Source: an optimization exercise on an open RTL-to-GDS flow (aim: small area). Production flows keep margins and buffers that such runs may drop. RTL that was checked went through simulation tests only; none was proved equivalent to the original.

==> 12-08: inputs <==
==> flow/design.v <==
module pwm (
    input  logic       clk,
    input  logic       reset,
    output logic [8:0] q,
    output logic       step
);
    localparam logic [9:0] C_START = 10'd51;
    localparam logic [9:0] C_LAST  = 10'd356;
    localparam logic [9:0] C_MASK  = 10'b0010111011;
    logic [1:0] r;
    logic [9:0] c;
    logic [2:0] low3;
    logic       c_last;
    assign c_last = ((c ^ C_LAST) & C_MASK) == 10'd0;
    always_ff @(posedge clk) begin
        if (reset) begin
            r <= 2'd0;
            q <= 9'd0;
        end else if (r == 2'd2) begin
            r <= 2'd0;
            q <= (q == 9'd399) ? 9'd0 : q + 9'd1;
        end else begin
            r <= r + 2'd1;
        end
        if (reset || c_last)
            c <= C_START;
        else
            c <= {c[8:0], c[9] ^ c[6]};
    end
    assign low3 = {q[1:0], 1'b0} + q[2:0] + {1'b0, r};
    assign step = c_last && (low3 == 3'd7);
endmodule
module cycle (
    input  logic       clk,
    input  logic       reset,
    input  logic       step,
    output logic [8:0] k,
    output logic [2:0] s,
    output logic       first
);
    always_ff @(posedge clk) begin
        if (reset) begin
            k <= 9'd1;
            s <= 3'd5;
            first <= 1'b1;
        end else if (step) begin
            k <= s[0] ? k - 9'd1 : k + 9'd1;
            if (s[0] ? (k == 9'd1) : (k == 9'd399))
                s <= (s == 3'd5) ? 3'd0 : s + 3'd1;
            if (s == 3'd2)
                first <= 1'b0;
        end
    end
endmodule
module top (
    input clk,
    input reset,
    output RGB_R,
    output RGB_G,
    output RGB_B
);
    logic [8:0] q, k;
    logic [2:0] s;
    logic step, first;
    logic cin, lit;
    logic r_on, g_on, b_on;
    pwm   carrier (.clk(clk), .reset(reset), .q(q), .step(step));
    cycle seq (.clk(clk), .reset(reset), .step(step), .k(k), .s(s), .first(first));
    assign cin = first && (s == 3'd1 || s == 3'd2);
    assign lit = ({1'b0, q} < {1'b0, k} + {9'd0, cin});
    always_comb begin
        case (s)
            3'd0: begin r_on = !first || lit; g_on = lit;  b_on = 1'b0; end
            3'd1: begin r_on = lit;          g_on = 1'b1; b_on = 1'b0; end
            3'd2: begin r_on = first && lit; g_on = 1'b1; b_on = !first && lit; end
            3'd3: begin r_on = 1'b0;         g_on = lit;  b_on = 1'b1; end
            3'd4: begin r_on = lit;          g_on = 1'b0; b_on = 1'b1; end
            default: begin r_on = !first;    g_on = 1'b0; b_on = !first && lit; end
        endcase
    end
    assign RGB_R = ~r_on;
    assign RGB_G = ~g_on;
    assign RGB_B = ~b_on;
endmodule
==> flow/run.sh <==
#!/bin/bash
# synth_recipe.tcl (not shown) runs the flow's synth.tcl, then flattens the netlist and writes it again
# the make line also repeats each setting of config.mk as NAME=value (left out here)
make -C /OpenROAD-flow-scripts/flow DESIGN_CONFIG=/design/flow/config.mk WORK_HOME=/design/flow/orfs CLKGATE_MAP_FILE= SYNTH_SCRIPT=/design/flow/synth_recipe.tcl finish
==> flow/config.mk <==
export PLATFORM = sky130hd
export DESIGN_NAME = top
export DESIGN_NICKNAME = top
export VERILOG_FILES = /design/flow/design.v
export SDC_FILE = /design/flow/constraint.sdc
export NUM_CORES = 4
export LEC_CHECK = 0
export CAP_MARGIN = 20
export CORE_MARGIN = 2
export CORE_UTILIZATION = 40
export SLEW_MARGIN = 20
==> flow/constraint.sdc <==
create_clock -name core_clock -period 5.0 [get_ports {clk}]
set_input_delay 1.0000 -clock core_clock [delete_from_list [all_inputs] [get_ports {clk}]]
set_output_delay 1.0000 -clock core_clock [all_outputs]
set_load 0.01 [all_outputs]
==> 03-02 (differences from 12-08) <==
==> flow/design.v, changed modules only <==
module cycle (
    input  logic       clk,
    input  logic       reset,
    input  logic       step,
    output logic [8:0] k,
    output logic [2:0] s,
    output logic       first
);
    logic [8:0] tog;
    always_comb begin
        tog[0] = step;
        for (int i = 1; i < 9; i++)
            tog[i] = tog[i-1] & (k[i-1] ^ s[0]);
    end
    always_ff @(posedge clk) begin
        if (reset) begin
            k <= 9'd1;
            s <= 3'd5;
            first <= 1'b1;
        end else begin
            k <= k ^ tog;
            if (step) begin
                if (s[0] ? (k == 9'd1) : (k == 9'd399))
                    s <= (s == 3'd5) ? 3'd0 : s + 3'd1;
                if (s == 3'd2)
                    first <= 1'b0;
            end
        end
    end
endmodule
module top (
    input clk,
    input reset,
    output RGB_R,
    output RGB_G,
    output RGB_B
);
    logic [8:0] q, k;
    logic [2:0] s;
    logic step, first;
    logic cin, lit;
    logic r_on, g_on, b_on;
    pwm   carrier (.clk(clk), .reset(reset), .q(q), .step(step));
    cycle seq (.clk(clk), .reset(reset), .step(step), .k(k), .s(s), .first(first));
    assign cin = first && (s == 3'd1 || s == 3'd2);
    logic [9:0] cy;
    always_comb begin
        cy[0] = cin;
        for (int i = 0; i < 9; i++)
            cy[i+1] = (k[i] & ~q[i]) | (cy[i] & (k[i] | ~q[i]));
    end
    assign lit = cy[9];
    always_comb begin
        case (s)
            3'd0: begin r_on = !first || lit; g_on = lit;  b_on = 1'b0; end
            3'd1: begin r_on = lit;          g_on = 1'b1; b_on = 1'b0; end
            3'd2: begin r_on = first && lit; g_on = 1'b1; b_on = !first && lit; end
            3'd3: begin r_on = 1'b0;         g_on = lit;  b_on = 1'b1; end
            3'd4: begin r_on = lit;          g_on = 1'b0; b_on = 1'b1; end
            default: begin r_on = !first;    g_on = 1'b0; b_on = !first && lit; end
        endcase
    end
    assign RGB_R = ~r_on;
    assign RGB_G = ~g_on;
    assign RGB_B = ~b_on;
endmodule
==> 01-10 (differences from 12-08) <==
==> flow/design.v, changed modules only <==
module cycle (
    input  logic       clk,
    input  logic       reset,
    input  logic       step,
    output logic [8:0] k,
    output logic [2:0] s,
    output logic       first
);
    logic [8:0] tog;
    always_comb begin
        tog[0] = step;
        for (int i = 1; i < 9; i++)
            tog[i] = tog[i-1] & (k[i-1] ^ s[0]);
    end
    always_ff @(posedge clk) begin
        if (reset) begin
            k <= 9'd1;
            s <= 3'd5;
            first <= 1'b1;
        end else begin
            k <= k ^ tog;
            if (step) begin
                if (s[0] ? (k == 9'd1) : (k == 9'd399))
                    s <= (s == 3'd5) ? 3'd0 : s + 3'd1;
                if (s == 3'd2)
                    first <= 1'b0;
            end
        end
    end
endmodule
module top (
    input clk,
    input reset,
    output RGB_R,
    output RGB_G,
    output RGB_B
);
    logic [8:0] q, k;
    logic [2:0] s;
    logic step, first;
    logic cin, lit;
    logic r_on, g_on, b_on;
    pwm   carrier (.clk(clk), .reset(reset), .q(q), .step(step));
    cycle seq (.clk(clk), .reset(reset), .step(step), .k(k), .s(s), .first(first));
    assign cin = first && (s == 3'd1 || s == 3'd2);
    logic [9:0] cy;
    always_comb begin
        cy[0] = cin;
        for (int i = 0; i < 9; i++)
            cy[i+1] = (k[i] & ~q[i]) | (cy[i] & (k[i] | ~q[i]));
    end
    assign lit = cy[9];
    always_comb begin
        case (s)
            3'd0: begin r_on = !first || lit; g_on = lit;  b_on = 1'b0; end
            3'd1: begin r_on = lit;          g_on = 1'b1; b_on = 1'b0; end
            3'd2: begin r_on = first && lit; g_on = 1'b1; b_on = !first && lit; end
            3'd3: begin r_on = 1'b0;         g_on = lit;  b_on = 1'b1; end
            3'd4: begin r_on = lit;          g_on = 1'b0; b_on = 1'b1; end
            default: begin r_on = !first;    g_on = 1'b0; b_on = !first && lit; end
        endcase
    end
    assign RGB_R = ~r_on;
    assign RGB_G = ~g_on;
    assign RGB_B = ~b_on;
endmodule
Settings changed: CTS_CLUSTER_DIAMETER set to 500, CTS_CLUSTER_SIZE set to 100.
==> results_dict.tcl <==
set metrics [dict create \
    nNetsFinal 217 \
    placementRows 24 \
    pg_clk_mw 0.255 \
    syn_area_sq_mm 0.00184 \
    setup.worst_path.end "RGB_G" \
    synth-adder-area-share 0.0625 \
    nWellTaps 52 \
    stdcell_area_sq_mm 0.00200 \
    dp.cells 253 \
    synth_common_cells "dfxtp_1, nor2_1, xnor2_1, nand2_1" \
    status "no timing/DRC/antenna violations" \
    comb.multi_input.count 152 \
    routedWlPerCell_microns 12.0 \
    num_vias 1325 \
    wl_met2_microns 1320 \
    min_period_ns 3.79 \
    p_sw_frac 0.214 \
    grt_use_total 0.137 \
    placed_cell_area_sq_mm 0.00189 \
    rr_endpoint "seq.s[1]$_SDFFE_PP0P_" \
    n_all_inverters 10 \
]
(the above is from 01-10)
==> results_dict.tcl <==
set metrics [dict create \
    pg_clk_mw 0.255 \
    num_vias 1325 \
    placed_cell_area_sq_mm 0.00189 \
    synth_common_cells "dfxtp_1, nor2_1, xnor2_1, nand2_1" \
    n_all_inverters 10 \
    rr_endpoint "seq.s[1]$_SDFFE_PP0P_" \
    setup.worst_path.end "RGB_G" \
    status "no timing/DRC/antenna violations" \
    comb.multi_input.count 152 \
    synth-adder-area-share 0.0625 \
    wl_met2_microns 1320 \
    grt_use_total 0.137 \
]
(the above is from 03-02)
==> results_dict.tcl <==
set metrics [dict create \
    status "no timing/DRC/antenna violations" \
    pg_clk_mw 0.306 \
    n_all_inverters 8 \
    routedWlPerCell_microns 12.3 \
    wl_met2_microns 1590 \
    num_vias 1537 \
    stdcell_area_sq_mm 0.00224 \
    p_sw_frac 0.214 \
    syn_area_sq_mm 0.00203 \
    min_period_ns 4.47 \
    nWellTaps 67 \
    dp.cells 294 \
    placementRows 25 \
    rr_endpoint "seq.k[7]$_SDFFE_PP0P_" \
    synth-adder-area-share 0.127 \
]
(the above is from 12-08)
The RTL of 12-08 was laid out without a check of its function.

separate check: timing with driven ports:
Ports are ideal in the flow. The routed layouts listed here were re-timed in OpenROAD.
Step 1 sets driving cells, clkbuf_16 on the clock port and buf_2 on the other inputs (assumed; they add their load-dependent delay and slew).
Step 2 moves the port delays by t, midway between the first and last clock arrival at a register: inputs arrive t later, outputs are due t later. That takes back most of the time a late clock gives input paths.
Slacks: ideal ports / drivers / drivers and shift; pairs: ideal ports / drivers.
run | t, ns | slack for setup (ns) | worst data-port slew with drivers (ns)
12-08 | 0.313 | 0.534 / 0.506 / 0.819 | 0.03
03-02 | 0.299 | 1.207 / 1.180 / 1.479 | 0.03
01-10 | 0.299 | 1.207 / 1.180 / 1.479 | 0.03
After both steps every run listed still meets setup and hold.
